Background: an optimization exercise with open tools, aiming at small area, a short achievable clock period and few clock cycles. Do not read the settings as production practice.
Where RTL was checked, it was by simulation tests only, not by an equivalence proof against the original.

the reference run:
Design MandelbrotGen, start of the top module:
module MandelbrotGen(
		input Clk_100M,           
		input  [4:0]BTNS,         
		input  SW0,               
		input  SW15,              
		output reg [18:0] addrA,  
		output reg [11:0] dinA,   
		output reg wea            
    );
reg rst_q;        
reg restart;      
reg pan_im;       
reg pan_re;       
reg pan_sub;      
reg zoom;         
reg sw0_q;        
wire raw_restart = SW15 | (|BTNS);
always @(posedge Clk_100M) begin
	rst_q   <= SW15;
	restart <= raw_restart;
	pan_im  <= ~SW15 & (BTNS[0] | BTNS[1]);
	pan_re  <= ~SW15 & ~BTNS[0] & ~BTNS[1] & (BTNS[3] | BTNS[4]);
	pan_sub <= BTNS[0] | (~BTNS[1] & BTNS[3]);
	zoom    <= BTNS[2];
	sw0_q   <= SW0;
end
reg [17:0] shift, re0, im0;    
reg [17:0] crn, cin;           
reg [9:0] xn;                  
reg [8:0] yn;                  
reg row_end;                   
reg [1:0] ipar;                
reg [1:0] hpar;                
reg [17:0] zr1a, zi1a, cr1a, ci1a, cr2a, ci2a;
reg [7:0] n1a, n2a;            
reg v1a, d1a, v2a, d2a;        
reg [1:0] t1a, t2a;            
wire [136-1:0] cuta_w;
reg  [136-1:0] cuta_q;
wire [17:0] nzra, nzia;
wire esca;
wire [17:0] zr1_n_u_s1a = ~zr1a;
wire p0_u_s1a;
mnor2 u_p0_u_s1a (zr1_n_u_s1a[0], zr1_n_u_s1a[2], p0_u_s1a);
wire p1_u_s1a;
mnor2 u_p1_u_s1a (zr1_n_u_s1a[0], zr1_n_u_s1a[3], p1_u_s1a);
wire p2_u_s1a;
mnor2 u_p2_u_s1a (zr1_n_u_s1a[0], zr1_n_u_s1a[4], p2_u_s1a);
wire p3_u_s1a;
mnor2 u_p3_u_s1a (zr1_n_u_s1a[0], zr1_n_u_s1a[5], p3_u_s1a);
wire p4_u_s1a;
mnor2 u_p4_u_s1a (zr1_n_u_s1a[0], zr1_n_u_s1a[6], p4_u_s1a);
wire p5_u_s1a;
mnor2 u_p5_u_s1a (zr1_n_u_s1a[0], zr1_n_u_s1a[7], p5_u_s1a);
wire p6_u_s1a;
mnor2 u_p6_u_s1a (zr1_n_u_s1a[0], zr1_n_u_s1a[8], p6_u_s1a);
wire p7_u_s1a;
mnor2 u_p7_u_s1a (zr1_n_u_s1a[0], zr1_n_u_s1a[9], p7_u_s1a);
wire p8_u_s1a;
mnor2 u_p8_u_s1a (zr1_n_u_s1a[0], zr1_n_u_s1a[10], p8_u_s1a);
wire p9_u_s1a;
mnor2 u_p9_u_s1a (zr1_n_u_s1a[0], zr1_n_u_s1a[11], p9_u_s1a);
wire p10_u_s1a;
  ...
clock: 11.0 ns
lec_check: 0
abc_area: 1
cap_margin: 70
core_margin: 2
core_utilization: 40
cts_buf_list: sky130_fd_sc_hd__clkbuf_8
cts_cluster_diameter: 100
cts_cluster_size: 10
setup_slack_margin: 5
slew_margin: 70
synth_hierarchical: 1
synth_minimum_keep_size: 0
tns_end_percent: 0
standard.sh (not shown) runs the stock make flow with config.mk's settings and CLKGATE_MAP_FILE= SYNTH_SCRIPT=/design/flow/synth_recipe.tcl, a recipe that flattens the netlist after the stock synthesis.
==> flow/flow/run.sh <==
#!/bin/bash
# Layout flow: the standard synthesis (standard.sh synth), then the
# standard ORFS layout steps (standard.sh's make command) with these changes:
#  - the resizer's timing repair aims for a larger setup slack margin, so that
#    it shortens the critical paths below the clock period;
#  - extra ORFS variables given in EXTRA below.
# Each tool's output goes to a log file in this folder.
set -euo pipefail
MARGIN=7.5
EXTRA='BUFFER_PORTS_ARGS="-buffer_cell sky130_fd_sc_hd__buf_2"'
bash standard.sh synth > synth.log 2>&1
sed -e "s/SETUP_SLACK_MARGIN=[0-9.]*/SETUP_SLACK_MARGIN=$MARGIN/" \
    -e "s|\"\${@:-finish}\"|$EXTRA \"\${@:-finish}\"|" standard.sh > layout.sh
bash layout.sh > layout.log 2>&1
The reference run completed end to end with timing, DRC and antenna clean.
For the trial run, these inputs were changed with respect to the reference run:
- a deleted CTS_BUF_LIST that had been sky130_fd_sc_hd__clkbuf_8
- a deleted CTS_CLUSTER_DIAMETER that had been 100
- a deleted CTS_CLUSTER_SIZE that had been 10
[summary]
Diff the reference run -> the trial run: least setup slack across all paths after layout lower; final period demand of the worst path higher; number of buffers added by the clock tree synthesis step higher; register-to-register setup slack roughly the same.
On post-layout instance area, the reference run beats the trial run.
Re non-clock buffer count: the reference run and the trial run aren't equal, and the lower value belongs to the reference run.
No functional check of the RTL was part of any run of this note.

---

Another version of the RTL of MandelbrotGen (not shown whole).
Size in the first run: ~390 flip-flops, roughly 32000 sq um of cells after synthesis.
==> flow/config.mk <==
export PLATFORM = sky130hd
export DESIGN_NAME = MandelbrotGen
export DESIGN_NICKNAME = MandelbrotGen
export VERILOG_FILES = /design/flow/design.v
export SDC_FILE = /design/flow/constraint.sdc
export NUM_CORES = 8
export LEC_CHECK = 0
export CAP_MARGIN = 70
export CORE_MARGIN = 2
export CORE_UTILIZATION = 40
export SETUP_SLACK_MARGIN = 5
export SLEW_MARGIN = 70
export SYNTH_HIERARCHICAL = 1
export SYNTH_MINIMUM_KEEP_SIZE = 0
export TNS_END_PERCENT = 0
==> flow/constraint.sdc <==
create_clock -name core_clock -period 11.0 [get_ports {Clk_100M}]
set_input_delay 2.2000 -clock core_clock [delete_from_list [all_inputs] [get_ports {Clk_100M}]]
set_output_delay 2.2000 -clock core_clock [all_outputs]
set_load 0.01 [all_outputs]
==> flow/flow/run.sh <==
#!/bin/bash
# Layout flow: the standard synthesis, then the standard ORFS layout steps
# with the resizer's timing repair aiming for a larger setup slack margin, so
# that it shortens the critical paths below the clock period. Each tool's
# output goes to a log here.
set -euo pipefail
MARGIN=7.2
bash standard.sh synth > synth.log 2>&1
sed -e "s/SETUP_SLACK_MARGIN=[0-9.]*/SETUP_SLACK_MARGIN=$MARGIN/" standard.sh > layout.sh
bash layout.sh > layout.log 2>&1
Testbench counts at the start, summed over its fixed seeds: cycles 10,830,570.
Next try:
==> flow/flow/run.sh (replaced) <==
#!/bin/bash
# Layout flow: the standard synthesis (standard.sh synth), then the
# standard ORFS layout steps (standard.sh's make command) with these changes:
#  - the resizer's timing repair aims for a larger setup slack margin, so that
#    it shortens the critical paths below the clock period;
#  - extra ORFS variables given in EXTRA below.
# Each tool's output goes to a log file in this folder.
set -euo pipefail
MARGIN=7.2
EXTRA='RECOVER_POWER=100'
bash standard.sh synth > synth.log 2>&1
sed -e "s/SETUP_SLACK_MARGIN=[0-9.]*/SETUP_SLACK_MARGIN=$MARGIN/" \
    -e "s|\"\${@:-finish}\"|$EXTRA \"\${@:-finish}\"|" standard.sh > layout.sh
bash layout.sh > layout.log 2>&1
The changed run finished but fails on capacitance limit, slew limit.
Global-route usage is unchanged.
Worst setup slack degrades by 2.1 ns.
Wire length stays flat.
Register-to-register slack gets worse by 2.1 ns.
Die area does not change.
Maximum frequency fell by a quarter to a third.
Final area came out lower slightly.
Next try:
--- a/flow/flow/run.sh
+++ b/flow/flow/run.sh
@@ -9,2 +9,2 @@
-MARGIN=7.2
-EXTRA='RECOVER_POWER=100'
+MARGIN=7.5
+EXTRA=''
Settings changed: ABC_AREA set to 1.
What happened:
- The changed run finished with timing, DRC and antenna clean
- final area grows by about 4%
- utilization grows by 1.5 points
Next try:
==> flow/flow/run.sh (replaced) <==
#!/bin/bash
# Layout flow: the standard synthesis, then the standard ORFS layout steps
# with the resizer's timing repair aiming for a larger setup slack margin, so
# that it shortens the critical paths below the clock period. Each tool's
# output goes to a log here.
set -euo pipefail
MARGIN=7.2
bash standard.sh synth > synth.log 2>&1
sed -e "s/SETUP_SLACK_MARGIN=[0-9.]*/SETUP_SLACK_MARGIN=$MARGIN/" standard.sh > layout.sh
bash layout.sh > layout.log 2>&1
Settings changed: ABC_AREA 1 to not set, CTS_CLUSTER_DIAMETER set to 60, CTS_CLUSTER_SIZE set to 30.
What happened: The new run completed with no timing, DRC or antenna violations; first-iteration DRC count falls by 13%; flip-flop and latch count is unchanged; cell count falls by 12%; wire length goes down by 1.7%; cell area went down by 2.9%.

-- re-timing with driven ports --
Ports are ideal in the flow. The routed layouts listed here were re-timed in OpenROAD. Step 1 sets driving cells, clkbuf_16 on the clock port and buf_2 on the other inputs (assumed; they add their load-dependent delay and slew). Step 2, shift: input delay + t, output delay - t, t = (earliest + latest rising clock arrival at the registers) / 2. This alone moves slack from input paths to output paths. Slacks: ideal / step 1 / step 2; pairs: ideal / step 1.
run | t, ns | setup WS [ns] | hold WS [ns] | worst setup path after step 2 | latest minus earliest clock arrival (ns)
the reference run | 0.842 | 7.306 / 7.306 / 7.306 | 0.316 / 0.316 / 0.316 | register to register | 0.059 / 0.059
the trial run | 0.763 | 7.297 / 7.297 / 7.297 | 0.316 / 0.316 / 0.316 | register to register | 0.033 / 0.034
the first run of note 2 | 0.653 | 7.015 / 7.015 / 7.015 | 0.325 / 0.325 / 0.325 | register to register | 0.020 / 0.021
the second run of note 2 | 0.654 | 4.919 / 4.919 / 4.919 | 0.325 / 0.325 / 0.325 | register to register | 0.024 / 0.024
the third run of note 2 | 0.663 | 7.231 / 7.202 / 7.231 | 0.318 / 0.318 / 0.318 | register to register | 0.028 / 0.027
the fourth run of note 2 | 0.664 | 6.984 / 6.984 / 6.984 | 0.333 / 0.333 / 0.333 | register to register | 0.057 / 0.058
